Source: an optimization exercise on an open RTL-to-GDS flow (aim: small area and a short achievable clock period). Production flows keep margins and buffers that such runs may drop. Power figures rest on the tool's default switching activity, not on a simulated workload.

==> wip/amber <==
==> flow/design.v <==
module alu(
  input   wire  [63:0]    in1       ,
  input   wire  [63:0]    in2       ,
  input   wire  [2:0]     op        ,
  input   wire            in_valid  ,
  output  wire            in_ready  ,
  output  wire  [63:0]    res       ,
  output  reg             out_valid ,
  input   wire            out_ready ,
  input   wire            clk       ,
  input   wire            rstn      
);
  wire sub   = op[0] & ~op[1];
  wire addop = ~op[2] & ~op[1];           
  wire andor = op[2] & op[1];             
  wire keepp = ~op[2] | (op[1] & op[0]);  
  wire [63:0] b = in2 ^ {64{sub}};
  wire [63:0] p = in1 ^ b;    
  wire [63:0] g = in1 & b;    
  wire [63:0] ci;
  wire [15:0] bg;         
  wire [15:0] bp;         
  assign ci[0] = sub;
  assign ci[1] = g[0] | (p[0] & ci[0]);
  assign ci[2] = g[1] | (p[1] & ci[1]);
  assign ci[3] = g[2] | (p[2] & ci[2]);
  assign bg[0] = g[3] | (p[3] & ci[3]);
  assign bp[0] = &p[3:0];
  assign ci[4] = 1'b0;
  assign ci[5] = g[4] | (p[4] & ci[4]);
  assign ci[6] = g[5] | (p[5] & ci[5]);
  assign ci[7] = g[6] | (p[6] & ci[6]);
  assign bg[1] = g[7] | (p[7] & ci[7]);
  assign bp[1] = &p[7:4];
  assign ci[8] = 1'b0;
  assign ci[9] = g[8] | (p[8] & ci[8]);
  assign ci[10] = g[9] | (p[9] & ci[9]);
  assign ci[11] = g[10] | (p[10] & ci[10]);
  assign bg[2] = g[11] | (p[11] & ci[11]);
  assign bp[2] = &p[11:8];
  assign ci[12] = 1'b0;
  assign ci[13] = g[12] | (p[12] & ci[12]);
  assign ci[14] = g[13] | (p[13] & ci[13]);
  assign ci[15] = g[14] | (p[14] & ci[14]);
  assign bg[3] = g[15] | (p[15] & ci[15]);
  assign bp[3] = &p[15:12];
  assign ci[16] = 1'b0;
  assign ci[17] = g[16] | (p[16] & ci[16]);
  assign ci[18] = g[17] | (p[17] & ci[17]);
  assign ci[19] = g[18] | (p[18] & ci[18]);
  assign bg[4] = g[19] | (p[19] & ci[19]);
  assign bp[4] = &p[19:16];
  assign ci[20] = 1'b0;
  assign ci[21] = g[20] | (p[20] & ci[20]);
  assign ci[22] = g[21] | (p[21] & ci[21]);
  assign ci[23] = g[22] | (p[22] & ci[22]);
  assign bg[5] = g[23] | (p[23] & ci[23]);
  assign bp[5] = &p[23:20];
  assign ci[24] = 1'b0;
  assign ci[25] = g[24] | (p[24] & ci[24]);
  assign ci[26] = g[25] | (p[25] & ci[25]);
  assign ci[27] = g[26] | (p[26] & ci[26]);
  assign bg[6] = g[27] | (p[27] & ci[27]);
  assign bp[6] = &p[27:24];
  assign ci[28] = 1'b0;
  assign ci[29] = g[28] | (p[28] & ci[28]);
  assign ci[30] = g[29] | (p[29] & ci[29]);
  assign ci[31] = g[30] | (p[30] & ci[30]);
  assign bg[7] = g[31] | (p[31] & ci[31]);
  assign bp[7] = &p[31:28];
  assign ci[32] = 1'b0;
  assign ci[33] = g[32] | (p[32] & ci[32]);
  assign ci[34] = g[33] | (p[33] & ci[33]);
  assign ci[35] = g[34] | (p[34] & ci[34]);
  assign bg[8] = g[35] | (p[35] & ci[35]);
  assign bp[8] = &p[35:32];
  assign ci[36] = 1'b0;
  assign ci[37] = g[36] | (p[36] & ci[36]);
  assign ci[38] = g[37] | (p[37] & ci[37]);
  assign ci[39] = g[38] | (p[38] & ci[38]);
  assign bg[9] = g[39] | (p[39] & ci[39]);
  assign bp[9] = &p[39:36];
  assign ci[40] = 1'b0;
  assign ci[41] = g[40] | (p[40] & ci[40]);
  assign ci[42] = g[41] | (p[41] & ci[41]);
  assign ci[43] = g[42] | (p[42] & ci[42]);
  assign bg[10] = g[43] | (p[43] & ci[43]);
  assign bp[10] = &p[43:40];
  assign ci[44] = 1'b0;
  assign ci[45] = g[44] | (p[44] & ci[44]);
  assign ci[46] = g[45] | (p[45] & ci[45]);
  assign ci[47] = g[46] | (p[46] & ci[46]);
  assign bg[11] = g[47] | (p[47] & ci[47]);
  assign bp[11] = &p[47:44];
  assign ci[48] = 1'b0;
  assign ci[49] = g[48] | (p[48] & ci[48]);
  assign ci[50] = g[49] | (p[49] & ci[49]);
  assign ci[51] = g[50] | (p[50] & ci[50]);
  assign bg[12] = g[51] | (p[51] & ci[51]);
  assign bp[12] = &p[51:48];
  assign ci[52] = 1'b0;
  assign ci[53] = g[52] | (p[52] & ci[52]);
  assign ci[54] = g[53] | (p[53] & ci[53]);
  assign ci[55] = g[54] | (p[54] & ci[54]);
  assign bg[13] = g[55] | (p[55] & ci[55]);
  assign bp[13] = &p[55:52];
  assign ci[56] = 1'b0;
  assign ci[57] = g[56] | (p[56] & ci[56]);
  assign ci[58] = g[57] | (p[57] & ci[57]);
  assign ci[59] = g[58] | (p[58] & ci[58]);
  assign bg[14] = g[59] | (p[59] & ci[59]);
  assign bp[14] = &p[59:56];
  assign ci[60] = 1'b0;
  assign ci[61] = g[60] | (p[60] & ci[60]);
  assign ci[62] = g[61] | (p[61] & ci[61]);
  assign ci[63] = g[62] | (p[62] & ci[62]);
  assign bg[15] = g[63] | (p[63] & ci[63]);
  assign bp[15] = &p[63:60];
  wire tg0_1 = bg[1] | (bp[1] & bg[0]);
  wire tg0_3 = bg[3] | (bp[3] & bg[2]);
  wire tp0_3 = bp[3] & bp[2];
  wire tg0_5 = bg[5] | (bp[5] & bg[4]);
  wire tp0_5 = bp[5] & bp[4];
  wire tg0_7 = bg[7] | (bp[7] & bg[6]);
  wire tp0_7 = bp[7] & bp[6];
  wire tg0_9 = bg[9] | (bp[9] & bg[8]);
  wire tp0_9 = bp[9] & bp[8];
  wire tg0_11 = bg[11] | (bp[11] & bg[10]);
  wire tp0_11 = bp[11] & bp[10];
  wire tg0_13 = bg[13] | (bp[13] & bg[12]);
  wire tp0_13 = bp[13] & bp[12];
  wire tg0_15 = bg[15] | (bp[15] & bg[14]);
  wire tp0_15 = bp[15] & bp[14];
  wire tg1_3 = tg0_3 | (tp0_3 & tg0_1);
  wire tg1_7 = tg0_7 | (tp0_7 & tg0_5);
  wire tp1_7 = tp0_7 & tp0_5;
  wire tg1_11 = tg0_11 | (tp0_11 & tg0_9);
  wire tp1_11 = tp0_11 & tp0_9;
  wire tg1_15 = tg0_15 | (tp0_15 & tg0_13);
  wire tp1_15 = tp0_15 & tp0_13;
  wire tg2_5 = tg0_5 | (tp0_5 & tg1_3);
  wire tg2_7 = tg1_7 | (tp1_7 & tg1_3);
  wire tg2_13 = tg0_13 | (tp0_13 & tg1_11);
  wire tp2_13 = tp0_13 & tp1_11;
  wire tg2_15 = tg1_15 | (tp1_15 & tg1_11);
  wire tp2_15 = tp1_15 & tp1_11;
  wire tg3_9 = tg0_9 | (tp0_9 & tg2_7);
  wire tg3_11 = tg1_11 | (tp1_11 & tg2_7);
  wire tg3_13 = tg2_13 | (tp2_13 & tg2_7);
  wire tg3_15 = tg2_15 | (tp2_15 & tg2_7);
  wire tg4_2 = bg[2] | (bp[2] & tg0_1);
  wire tg4_4 = bg[4] | (bp[4] & tg1_3);
  wire tg4_6 = bg[6] | (bp[6] & tg2_5);
  wire tg4_8 = bg[8] | (bp[8] & tg2_7);
  wire tg4_10 = bg[10] | (bp[10] & tg3_9);
  wire tg4_12 = bg[12] | (bp[12] & tg3_11);
  wire tg4_14 = bg[14] | (bp[14] & tg3_13);
  wire [15:1] cb;
  assign cb[1] = bg[0];
  assign cb[2] = tg0_1;
  assign cb[3] = tg4_2;
  assign cb[4] = tg1_3;
  assign cb[5] = tg4_4;
  assign cb[6] = tg2_5;
  assign cb[7] = tg4_6;
  assign cb[8] = tg2_7;
  assign cb[9] = tg4_8;
  assign cb[10] = tg3_9;
  assign cb[11] = tg4_10;
  assign cb[12] = tg3_11;
  assign cb[13] = tg4_12;
  assign cb[14] = tg3_13;
  assign cb[15] = tg4_14;
  wire [63:0] cf;   
  assign cf[3:0] = ci[3:0];
  assign cf[7:4] = ci[7:4];
  assign cf[11:8] = ci[11:8];
  assign cf[15:12] = ci[15:12];
  assign cf[19:16] = ci[19:16];
  assign cf[23:20] = ci[23:20];
  assign cf[27:24] = ci[27:24];
  assign cf[31:28] = ci[31:28];
  assign cf[35:32] = ci[35:32];
  assign cf[39:36] = ci[39:36];
  assign cf[43:40] = ci[43:40];
  assign cf[47:44] = ci[47:44];
  assign cf[51:48] = ci[51:48];
  assign cf[55:52] = ci[55:52];
  assign cf[59:56] = ci[59:56];
  assign cf[63:60] = ci[63:60];
  wire [63:0] part = (p & {64{keepp}}) ^ ((cf & {64{addop}}) | (g & {64{andor}}));
  assign in_ready = ~(out_valid & ~out_ready);
  wire load = in_ready;
  reg [63:0] part_q;           
  reg [15:1] cb_q;           
  always @(posedge clk) begin
    if (load) begin
      part_q <= part;
      cb_q   <= cb[15:1] & {15{addop}};
    end
  end
  always @(posedge clk) begin
    out_valid <= rstn & (in_valid | ~in_ready);
  end
  wire [63:0] inc;
  assign inc[0] = 1'b0;
  assign inc[1] = 1'b0;
  assign inc[2] = 1'b0;
  assign inc[3] = 1'b0;
  assign inc[4] = cb_q[1];
  assign inc[5] = cb_q[1] & (&part_q[4:4]);
  assign inc[6] = cb_q[1] & (&part_q[5:4]);
  assign inc[7] = cb_q[1] & (&part_q[6:4]);
  assign inc[8] = cb_q[2];
  assign inc[9] = cb_q[2] & (&part_q[8:8]);
  assign inc[10] = cb_q[2] & (&part_q[9:8]);
  assign inc[11] = cb_q[2] & (&part_q[10:8]);
  assign inc[12] = cb_q[3];
  assign inc[13] = cb_q[3] & (&part_q[12:12]);
  assign inc[14] = cb_q[3] & (&part_q[13:12]);
  assign inc[15] = cb_q[3] & (&part_q[14:12]);
  assign inc[16] = cb_q[4];
  assign inc[17] = cb_q[4] & (&part_q[16:16]);
  assign inc[18] = cb_q[4] & (&part_q[17:16]);
  assign inc[19] = cb_q[4] & (&part_q[18:16]);
  assign inc[20] = cb_q[5];
  assign inc[21] = cb_q[5] & (&part_q[20:20]);
  assign inc[22] = cb_q[5] & (&part_q[21:20]);
  assign inc[23] = cb_q[5] & (&part_q[22:20]);
  assign inc[24] = cb_q[6];
  assign inc[25] = cb_q[6] & (&part_q[24:24]);
  assign inc[26] = cb_q[6] & (&part_q[25:24]);
  assign inc[27] = cb_q[6] & (&part_q[26:24]);
  assign inc[28] = cb_q[7];
  assign inc[29] = cb_q[7] & (&part_q[28:28]);
  assign inc[30] = cb_q[7] & (&part_q[29:28]);
  assign inc[31] = cb_q[7] & (&part_q[30:28]);
  assign inc[32] = cb_q[8];
  assign inc[33] = cb_q[8] & (&part_q[32:32]);
  assign inc[34] = cb_q[8] & (&part_q[33:32]);
  assign inc[35] = cb_q[8] & (&part_q[34:32]);
  assign inc[36] = cb_q[9];
  assign inc[37] = cb_q[9] & (&part_q[36:36]);
  assign inc[38] = cb_q[9] & (&part_q[37:36]);
  assign inc[39] = cb_q[9] & (&part_q[38:36]);
  assign inc[40] = cb_q[10];
  assign inc[41] = cb_q[10] & (&part_q[40:40]);
  assign inc[42] = cb_q[10] & (&part_q[41:40]);
  assign inc[43] = cb_q[10] & (&part_q[42:40]);
  assign inc[44] = cb_q[11];
  assign inc[45] = cb_q[11] & (&part_q[44:44]);
  assign inc[46] = cb_q[11] & (&part_q[45:44]);
  assign inc[47] = cb_q[11] & (&part_q[46:44]);
  assign inc[48] = cb_q[12];
  assign inc[49] = cb_q[12] & (&part_q[48:48]);
  assign inc[50] = cb_q[12] & (&part_q[49:48]);
  assign inc[51] = cb_q[12] & (&part_q[50:48]);
  assign inc[52] = cb_q[13];
  assign inc[53] = cb_q[13] & (&part_q[52:52]);
  assign inc[54] = cb_q[13] & (&part_q[53:52]);
  assign inc[55] = cb_q[13] & (&part_q[54:52]);
  assign inc[56] = cb_q[14];
  assign inc[57] = cb_q[14] & (&part_q[56:56]);
  assign inc[58] = cb_q[14] & (&part_q[57:56]);
  assign inc[59] = cb_q[14] & (&part_q[58:56]);
  assign inc[60] = cb_q[15];
  assign inc[61] = cb_q[15] & (&part_q[60:60]);
  assign inc[62] = cb_q[15] & (&part_q[61:60]);
  assign inc[63] = cb_q[15] & (&part_q[62:60]);
  assign res = part_q ^ inc;
endmodule
==> flow/flow/run.sh <==
#!/bin/bash
# Layout flow: the standard ORFS flow (standard.sh, with the standard
# synthesis unchanged), except that the port buffers that global placement
# puts on every input and output are sky130_fd_sc_hd__buf_1 instead of the
# delay buffer buffer_ports picks by default. Every port still gets its own
# buffer. The make output goes to standard.log in the work folder; ORFS keeps
# each step's log under orfs/logs/.
set -euo pipefail
bash standard.sh "BUFFER_PORTS_ARGS=-buffer_cell sky130_fd_sc_hd__buf_1" finish > standard.log 2>&1
==> flow/standard.sh <==
#!/bin/bash
# synth_recipe.tcl (not shown) runs the flow's synth.tcl, then flattens the netlist and writes it again
# the make line also repeats each setting of config.mk as NAME=value (left out here)
make -C /OpenROAD-flow-scripts/flow DESIGN_CONFIG=/design/flow/config.mk WORK_HOME=/design/flow/orfs CLKGATE_MAP_FILE= SYNTH_SCRIPT=/design/flow/synth_recipe.tcl "${@:-finish}"
==> flow/config.mk <==
export PLATFORM = sky130hd
export DESIGN_NAME = alu
export DESIGN_NICKNAME = alu
export VERILOG_FILES = /design/flow/design.v
export SDC_FILE = /design/flow/constraint.sdc
export NUM_CORES = 4
export LEC_CHECK = 0
export ABC_AREA = 1
export CAP_MARGIN = 20
export CORE_MARGIN = 2
export CORE_UTILIZATION = 40
export CTS_BUF_LIST = sky130_fd_sc_hd__clkbuf_8
export SETUP_SLACK_MARGIN = 2.0
export SLEW_MARGIN = 20
==> flow/constraint.sdc <==
create_clock -name core_clock -period 4.6 [get_ports {clk}]
set_input_delay 0.9200 -clock core_clock [delete_from_list [all_inputs] [get_ports {clk}]]
set_output_delay 0.9200 -clock core_clock [all_outputs]
set_load 0.01 [all_outputs]
==> wip/juniper: changes against wip/amber <==
--- a/flow/design.v
+++ b/flow/design.v
@@ -132,44 +132,54 @@
   wire tg0_15 = bg[15] | (bp[15] & bg[14]);
   wire tp0_15 = bp[15] & bp[14];
+  wire tg1_2 = bg[2] | (bp[2] & tg0_1);
   wire tg1_3 = tg0_3 | (tp0_3 & tg0_1);
+  wire tg1_6 = bg[6] | (bp[6] & tg0_5);
+  wire tp1_6 = bp[6] & tp0_5;
   wire tg1_7 = tg0_7 | (tp0_7 & tg0_5);
   wire tp1_7 = tp0_7 & tp0_5;
+  wire tg1_10 = bg[10] | (bp[10] & tg0_9);
+  wire tp1_10 = bp[10] & tp0_9;
   wire tg1_11 = tg0_11 | (tp0_11 & tg0_9);
   wire tp1_11 = tp0_11 & tp0_9;
+  wire tg1_14 = bg[14] | (bp[14] & tg0_13);
+  wire tp1_14 = bp[14] & tp0_13;
   wire tg1_15 = tg0_15 | (tp0_15 & tg0_13);
   wire tp1_15 = tp0_15 & tp0_13;
+  wire tg2_4 = bg[4] | (bp[4] & tg1_3);
   wire tg2_5 = tg0_5 | (tp0_5 & tg1_3);
+  wire tg2_6 = tg1_6 | (tp1_6 & tg1_3);
   wire tg2_7 = tg1_7 | (tp1_7 & tg1_3);
+  wire tg2_12 = bg[12] | (bp[12] & tg1_11);
+  wire tp2_12 = bp[12] & tp1_11;
   wire tg2_13 = tg0_13 | (tp0_13 & tg1_11);
   wire tp2_13 = tp0_13 & tp1_11;
+  wire tg2_14 = tg1_14 | (tp1_14 & tg1_11);
+  wire tp2_14 = tp1_14 & tp1_11;
   wire tg2_15 = tg1_15 | (tp1_15 & tg1_11);
   wire tp2_15 = tp1_15 & tp1_11;
+  wire tg3_8 = bg[8] | (bp[8] & tg2_7);
   wire tg3_9 = tg0_9 | (tp0_9 & tg2_7);
+  wire tg3_10 = tg1_10 | (tp1_10 & tg2_7);
   wire tg3_11 = tg1_11 | (tp1_11 & tg2_7);
+  wire tg3_12 = tg2_12 | (tp2_12 & tg2_7);
   wire tg3_13 = tg2_13 | (tp2_13 & tg2_7);
+  wire tg3_14 = tg2_14 | (tp2_14 & tg2_7);
   wire tg3_15 = tg2_15 | (tp2_15 & tg2_7);
-  wire tg4_2 = bg[2] | (bp[2] & tg0_1);
-  wire tg4_4 = bg[4] | (bp[4] & tg1_3);
-  wire tg4_6 = bg[6] | (bp[6] & tg2_5);
-  wire tg4_8 = bg[8] | (bp[8] & tg2_7);
-  wire tg4_10 = bg[10] | (bp[10] & tg3_9);
-  wire tg4_12 = bg[12] | (bp[12] & tg3_11);
-  wire tg4_14 = bg[14] | (bp[14] & tg3_13);
   wire [15:1] cb;
   assign cb[1] = bg[0];
   assign cb[2] = tg0_1;
-  assign cb[3] = tg4_2;
+  assign cb[3] = tg1_2;
   assign cb[4] = tg1_3;
-  assign cb[5] = tg4_4;
+  assign cb[5] = tg2_4;
   assign cb[6] = tg2_5;
-  assign cb[7] = tg4_6;
+  assign cb[7] = tg2_6;
   assign cb[8] = tg2_7;
-  assign cb[9] = tg4_8;
+  assign cb[9] = tg3_8;
   assign cb[10] = tg3_9;
-  assign cb[11] = tg4_10;
+  assign cb[11] = tg3_10;
   assign cb[12] = tg3_11;
-  assign cb[13] = tg4_12;
+  assign cb[13] = tg3_12;
   assign cb[14] = tg3_13;
-  assign cb[15] = tg4_14;
+  assign cb[15] = tg3_14;
   wire [63:0] cf;   
   assign cf[3:0] = ci[3:0];
--- a/flow/flow/run.sh
+++ b/flow/flow/run.sh
@@ -7,3 +7,3 @@
 # each step's log under orfs/logs/.
 set -euo pipefail
-bash standard.sh "BUFFER_PORTS_ARGS=-buffer_cell sky130_fd_sc_hd__buf_1" finish > standard.log 2>&1
+bash standard.sh "BUFFER_PORTS_ARGS=-buffer_cell sky130_fd_sc_hd__buf_1" RECOVER_POWER=100 finish > standard.log 2>&1
==> run summary <==
quantity                                                                          wip/amber                                      wip/juniper
Outcome                                                            timing/DRC/antenna clean                         finished with violations
Reasons for failing layout checks                                                         -  max-capacitance violations, max-slew violations
Layout net count                                                                       1171                                             1187
Relative slew slack                                                                  0.5189                                          -0.4319
Gr usage total                                                                       0.1934                                           0.2015
Final-layout fill cell count                                                           1600                                             1669
Final std cells w/o fill                                                               1184                                             1195
Transition time at the pin with the least slew margin                             0.7217 ns                                         2.148 ns
Met1 wire length                                                                   7.938 mm                                         8.271 mm
Detailed-placement wirelength estimate                                             12.12 mm                                         12.52 mm
Sequential area share after synthesis                                                0.3527                                           0.3478
Setup repair bufs after CTS                                                               6                                                7
Met2 routing resource usage after global routing                                     0.3257                                           0.3362
Weighted congestion reported at the end of routability-driven placement              0.8068                                           0.8018
Total length of routed met3 wires                                               944 microns                                         1.123 mm
R2R Setup Slk                                                                       2.99 ns                                          1.92 ns
Leak Pwr                                                                           3.568 nW                                         3.532 nW
Final critical path time including I/O delays and setup                            2.740 ns                                         3.480 ns
Number of max-capacitance violations reported                                             0                                                1
Worst VDD drop                                                                     122.4 uV                                         122.4 uV
Capture point of the worst path                                          cb_q[15]$_DFFE_PN_                               cb_q[13]$_DFFE_PN_
Buffering overhead                                                                   0.1220                                           0.1046
Total routed wirelength                                                            17.99 mm                                         18.43 mm
Function was not checked in any run of this note: the RTL went through the layout flow alone.

separate check: timing with driven ports:
How much do the figures lean on ideal ports? The routed layouts below were timed once more, with nothing changed but the port constraints. Step 1 sets driving cells, clkbuf_16 on the clock port and buf_2 on the other inputs (assumed; they add their load-dependent delay and slew). Step 2, shift: input delay + t, output delay - t, t = (earliest + latest rising clock arrival at the registers) / 2. This alone moves slack from input paths to output paths. Slacks: ideal ports / drivers / drivers and shift; pairs: ideal ports / drivers.
run | t (ns) | slack for setup (ns) | slew at the worst register clock pin (ns)
wip/amber | 0.403 | 1.860 / 1.852 / 1.448 | 0.09 / 0.09
wip/juniper | 0.392 | 1.120 / 1.131 / 0.739 | 0.08 / 0.08
The setup slack of wip/amber, which loses most, moves by -0.008 ns with the drivers and by -0.412 ns with both steps.
